From an optimization exercise on the open Yosys and OpenROAD flow, aimed at small area and a short achievable clock period; shortcuts taken in it are not production practice.
Function was checked by simulation only, so behaviour that the tests miss may differ from the original.
No activity file was given, so power comes from the tool's default toggle rates.

==> flow/design.v (excerpt) <==
module piped_wallace_mult(
    input wire clock, reset,
    input wire [15:0] x, y,
    output reg [31:0] prod
);
    reg [59:0] r1;
    reg [101:0] r2;
    reg [61:0] r3;
    reg v1, v2;
    wire g1 = x[1] & x[0];
    wire q2 = x[1] ^ x[0];
    wire g3 = x[2] & x[1];
    wire q4 = x[2] ^ x[1];
    wire g5 = x[3] & x[2];
    wire q6 = x[3] ^ x[2];
    wire g7 = x[4] & x[3];
    wire q8 = x[4] ^ x[3];
    wire g9 = x[5] & x[4];
    wire q10 = x[5] ^ x[4];
    wire g11 = x[6] & x[5];
    wire q12 = x[6] ^ x[5];
    wire g13 = x[7] & x[6];
    wire q14 = x[7] ^ x[6];
    wire g15 = x[8] & x[7];
    wire q16 = x[8] ^ x[7];
    wire g17 = x[9] & x[8];
    wire q18 = x[9] ^ x[8];
    wire g19 = x[10] & x[9];
    wire q20 = x[10] ^ x[9];
    wire g21 = x[11] & x[10];
    wire q22 = x[11] ^ x[10];
    wire g23 = x[12] & x[11];
    wire q24 = x[12] ^ x[11];
    wire g25 = x[13] & x[12];
    wire q26 = x[13] ^ x[12];
    wire g27 = x[14] & x[13];
  ...
Size: roughly 260 flip-flops, ~13000 um2 of cells after synthesis.
clock: 2.8 ns
lec_check: 0
cap_margin: 20
core_margin: 2
core_utilization: 40
setup_slack_margin: 1.1
slew_margin: 20
synth_hierarchical: 1
synth_minimum_keep_size: 0
run.sh (not shown) runs the stock make flow with config.mk's settings and CLKGATE_MAP_FILE= SYNTH_SCRIPT=/design/flow/synth_recipe.tcl, a recipe that flattens the netlist after the stock synthesis.
Then changed:
- SETUP_SLACK_MARGIN: 1.1 -> 0.5
After rerunning: The new run finished clean. Non-clock buffer count fell by 66. Design area went down by 6.4%. Setup slack loses 0.18 ns. Wire length falls by 8.8%. Combinational power drops by 7.6%. Global-route usage falls by 0.61 points. Maximum frequency decreases by 8.7%. Sequential cell count does not change. Clock skew is higher by 0.012 ns.

---

Starting RTL as in the previous note.
// piped_wallace_mult
module piped_wallace_mult(
    input wire clock, reset,
    input wire [15:0] x, y,
    output reg [31:0] prod
);
    reg [59:0] r1;
    reg [101:0] r2;
    reg [61:0] r3;
    reg v1, v2;
    wire g1 = x[1] & x[0];
    wire q2 = x[1] ^ x[0];
    wire g3 = x[2] & x[1];
    wire q4 = x[2] ^ x[1];
    wire g5 = x[3] & x[2];
    wire q6 = x[3] ^ x[2];
    wire g7 = x[4] & x[3];
    wire q8 = x[4] ^ x[3];
    wire g9 = x[5] & x[4];
    wire q10 = x[5] ^ x[4];
    wire g11 = x[6] & x[5];
    wire q12 = x[6] ^ x[5];
    wire g13 = x[7] & x[6];
    wire q14 = x[7] ^ x[6];
    wire g15 = x[8] & x[7];
    wire q16 = x[8] ^ x[7];
    wire g17 = x[9] & x[8];
    wire q18 = x[9] ^ x[8];
    wire g19 = x[10] & x[9];
    wire q20 = x[10] ^ x[9];
    wire g21 = x[11] & x[10];
    wire q22 = x[11] ^ x[10];
    wire g23 = x[12] & x[11];
    wire q24 = x[12] ^ x[11];
    wire g25 = x[13] & x[12];
    wire q26 = x[13] ^ x[12];
    wire g27 = x[14] & x[13];
    wire q28 = x[14] ^ x[13];
    wire g29 = x[15] & x[14];
    wire q30 = x[15] ^ x[14];
    wire t31, u32;
    pfx i33 (.gh(g5), .ph(q6), .gl(g3), .pl(q4), .g(t31), .p(u32));
    wire t34, u35;
    pfx i36 (.gh(g9), .ph(q10), .gl(g7), .pl(q8), .g(t34), .p(u35));
    wire t37, u38;
    pfx i39 (.gh(g13), .ph(q14), .gl(g11), .pl(q12), .g(t37), .p(u38));
    wire t40, u41;
    pfx i42 (.gh(g17), .ph(q18), .gl(g15), .pl(q16), .g(t40), .p(u41));
    wire t43, u44;
    pfx i45 (.gh(g21), .ph(q22), .gl(g19), .pl(q20), .g(t43), .p(u44));
    wire t46, u47;
    pfx i48 (.gh(g25), .ph(q26), .gl(g23), .pl(q24), .g(t46), .p(u47));
    wire t49, u50;
  ...
==> flow/config.mk <==
export PLATFORM = sky130hd
export DESIGN_NAME = piped_wallace_mult
export DESIGN_NICKNAME = piped_wallace_mult
export VERILOG_FILES = /design/flow/design.v
export SDC_FILE = /design/flow/constraint.sdc
export NUM_CORES = 4
export LEC_CHECK = 0
export CAP_MARGIN = 20
export CORE_MARGIN = 2
export CORE_UTILIZATION = 40
export SETUP_SLACK_MARGIN = 0.95
export SLEW_MARGIN = 20
export SYNTH_HIERARCHICAL = 1
export SYNTH_MINIMUM_KEEP_SIZE = 0
==> flow/constraint.sdc <==
create_clock -name core_clock -period 2.8 [get_ports {clock}]
set_input_delay 0.5600 -clock core_clock [delete_from_list [all_inputs] [get_ports {clock}]]
set_output_delay 0.5600 -clock core_clock [all_outputs]
set_load 0.01 [all_outputs]
Change:
SETUP_SLACK_MARGIN = 0.8   (was 0.95)
What happened: The changed run passed the timing, DRC and antenna checks. Clock power went down by about 3%. Core utilization went down by 0.33 points. Area after synthesis does not change. Register-to-register slack is worse by 0.06 ns. Total power went down by 0.60%.
Change:
CTS_BUF_LIST = sky130_fd_sc_hd__clkbuf_8   (was unset)
SETUP_SLACK_MARGIN = 0.95   (was 0.8)
Result: The changed run went through all stages and came out clean. Die area stays the same. Combinational power drops by about 2%. Power went down by 2.6%.
Change:
CTS_BUF_LIST = unset   (was sky130_fd_sc_hd__clkbuf_8)
SETUP_SLACK_MARGIN = 1.4   (was 0.95)
The changed run passed the timing, DRC and antenna checks. Design area is higher by 12%. Area after synthesis is unchanged. Fmax is lower by 1.2%. Count of clock-buffer cells in the layout is lower by 14. Flip-flop and latch count is unchanged. Worst hold slack is worse by 0.071 ns. Register-to-register slack is worse by 0.02 ns. Routed wire length is higher by 9.9%.

## what the ideal ports hide
In the flow no input, the clock included, has a driving cell. The finished layouts below were timed again as built, in two steps.
Step 1: set_driving_cell puts a clkbuf_16 on clock and a buf_2 on each other input, an assumption about the parent block.
Step 2 adds t to the input delays and takes it off the output delays; t is the mean of the earliest and latest rising clock arrival at the registers after step 1. Input paths then give back, and output paths get back, about the clock's delay inside the block.
Three values: no drivers, after step 1, after step 2; two values: the first two.
| run | t, ns | setup WS [ns] | latest minus earliest clock arrival (ns) | slew at the worst register clock pin (ns) | pins driven straight from the clock port |
|---|---|---|---|---|---|
| the first run of note 1 | 0.573 | 0.883 / 0.883 / 0.583 | 0.011 / 0.011 | 0.06 / 0.06 | 1 |
| the second run of note 1 | 0.570 | 0.699 / 0.731 / 0.162 | 0.021 / 0.021 | 0.06 / 0.06 | 1 |
| the first run of note 2 | 0.577 | 0.912 / 0.912 / 0.469 | 0.010 / 0.010 | 0.06 / 0.06 | 1 |
| the second run of note 2 | 0.575 | 0.844 / 0.803 / 0.301 | 0.008 / 0.008 | 0.06 / 0.06 | 1 |
| the third run of note 2 | 0.587 | 0.907 / 0.907 / 0.424 | 0.020 / 0.019 | 0.06 / 0.06 | 1 |
| the fourth run of note 2 | 0.577 | 0.883 / 0.883 / 0.723 | 0.011 / 0.011 | 0.06 / 0.06 | 1 |
After both steps every run listed still meets setup and hold. The setup slack of the second run of note 2, which loses most, moves by -0.041 ns with the drivers and by -0.543 ns with both steps.
